What follows belongs to an exercise in optimizing a design on an open flow for small area, a short achievable clock period and few clock cycles per item; a production flow would make more cautious choices. The RTL was checked by simulation tests, not by an equivalence proof against the original design. No activity file was given, so power comes from the tool's default toggle rates.

Setup of before:
==> flow/design.v (excerpt) <==
module dot_product_accel (
    input  logic                 clk,
    input  logic                 rst,
    input  logic                 start,
    output logic                 done,
    input  logic signed [31:0]   a0,
    input  logic signed [31:0]   a1,
    input  logic signed [31:0]   a2,
    input  logic signed [31:0]   a3,
    input  logic signed [31:0]   a4,
    input  logic signed [31:0]   a5,
    input  logic signed [31:0]   a6,
    input  logic signed [31:0]   a7,
    input  logic signed [31:0]   b0,
    input  logic signed [31:0]   b1,
    input  logic signed [31:0]   b2,
    input  logic signed [31:0]   b3,
    input  logic signed [31:0]   b4,
    input  logic signed [31:0]   b5,
    input  logic signed [31:0]   b6,
    input  logic signed [31:0]   b7,
    output logic signed [63:0]   result
);
  logic [31:0] ra [0:7];
  logic [31:0] rb [1:7];
  logic [15:0] e_one, e_two, e_neg;
  logic [63:0] acc_s, acc_c;
  logic [3:0]  cnt;
  logic        busy, first;
  logic [63:0] res_q;
  always_ff @(posedge clk) begin
    if (start) begin
      ra[0] <= a0;
      ra[1] <= a1; rb[1] <= b1;
      ra[2] <= a2; rb[2] <= b2;
      ra[3] <= a3; rb[3] <= b3;
      ra[4] <= a4; rb[4] <= b4;
      ra[5] <= a5; rb[5] <= b5;
      ra[6] <= a6; rb[6] <= b6;
      ra[7] <= a7; rb[7] <= b7;
    end else begin
      ra[0] <= ra[1];
      ra[1] <= ra[2]; rb[1] <= rb[2];
      ra[2] <= ra[3]; rb[2] <= rb[3];
      ra[3] <= ra[4]; rb[3] <= rb[4];
      ra[4] <= ra[5]; rb[4] <= rb[5];
      ra[5] <= ra[6]; rb[5] <= rb[6];
      ra[6] <= ra[7]; rb[6] <= rb[7];
      ra[7] <= '0; rb[7] <= '0;
    end
  end
  logic [10:0] e_x1, e_x2, e_x3, e_x4, e_ng;
  logic [33:0] t3;
  wire  [31:0] nxt_a = start ? a0 : ra[1];
  wire  [31:0] nxt_b = start ? b0 : rb[1];
  ...
Settings: LEC_CHECK=0, CAP_MARGIN=20, CORE_MARGIN=2, CORE_UTILIZATION=65, CTS_BUF_LIST=sky130_fd_sc_hd__clkbuf_4 sky130_fd_sc_hd__clkbuf_8, CTS_CLUSTER_SIZE=24, SLEW_MARGIN=20, SYNTH_HIERARCHICAL=1; clock period 10.5 ns.
standard.sh (not shown) runs the stock make flow with config.mk's settings and CLKGATE_MAP_FILE= SYNTH_SCRIPT=/design/flow/synth_recipe.tcl, a recipe that flattens the netlist after the stock synthesis.
==> flow/flow/run.sh <==
#!/bin/bash
# Own layout flow: the standard ORFS flow (standard.sh, unchanged
# synthesis), with buf_1 port buffers and timing repair aimed at a tighter
# setup target than the clock period. The constraints are the standard flow's.
# Each tool's output goes to standard_flow.log and ORFS's own logs.
export BUFFER_PORTS_ARGS="-buffer_cell sky130_fd_sc_hd__buf_1"
export SETUP_SLACK_MARGIN=${SETUP_MARGIN_OVERRIDE:-6.5}
bash standard.sh > standard_flow.log 2>&1
Testbench counts of before, summed over its fixed seeds: cycles 16,000, items 1,600.
Setup changes, before to after
==> flow/flow/run.sh <==
#!/bin/bash
# Own layout flow: the standard ORFS flow (standard.sh, unchanged
# synthesis), with buf_1 port buffers and timing repair aimed at a tighter
# setup target than the clock period (the margin in flow/setup_margin).
# The constraints are the standard flow's. Each tool's output goes to standard_flow.log
# and ORFS's own logs.
export BUFFER_PORTS_ARGS="-buffer_cell sky130_fd_sc_hd__buf_1"
export SETUP_SLACK_MARGIN=$(cat flow/setup_margin 2>/dev/null || echo 6.5)
bash standard.sh > standard_flow.log 2>&1
==> flow/flow/setup_margin (new file) <==
6.5
--- a/flow/config.mk
+++ b/flow/config.mk
@@ -9,3 +9,3 @@
 export CORE_MARGIN = 2
-export CORE_UTILIZATION = 65
+export CORE_UTILIZATION = 55
 export CTS_BUF_LIST = sky130_fd_sc_hd__clkbuf_4 sky130_fd_sc_hd__clkbuf_8
### Flow results
after has completed all stages; timing, DRC and antenna checks passed.
[compare] base=before new=after: first-pass GRT wire length went up, combinational share of power went down.
Diff before -> after | final standard cell count with taps included and fillers excluded | up by a few percent
before vs after, critical path start-end classification: flip-flop to flip-flop vs primary input to flip-flop
Vias: after below before
Against before as the reference, after delivers a higher aggregate routed wire length.
The switching share of total power of after falls short of that of before by 0.40 points.

-- re-timing with driven ports --
The results above use ideal ports. As a check the final layouts listed here were re-extracted and re-timed, cells and wires unchanged. Step 1 (the two cells are an assumption about what drives the block):
set clk [get_ports {clk}]
set_driving_cell -lib_cell sky130_fd_sc_hd__clkbuf_16 $clk
set_driving_cell -lib_cell sky130_fd_sc_hd__buf_2 [delete_from_list [all_inputs] $clk]
Step 2 also shifts input and output timing later by t, the mid clock arrival at the registers, as if the neighbouring blocks saw the same clock. a / b / c = no drivers / after step 1 / after step 2; a / b = the first two.
run | t, ns | setup slack, ns | worst setup path after step 2 | latest minus earliest clock arrival (ns)
before | 0.891 | 6.457 / 6.457 / 5.653 | input to register | 0.064 / 0.064
after | 0.879 | 6.405 / 6.365 / 5.486 | input to register | 0.047 / 0.047
After both steps setup and hold are still met in every run listed. For after, which loses most, drivers alone change the setup slack by -0.040 ns; drivers and shift together by -0.919 ns.
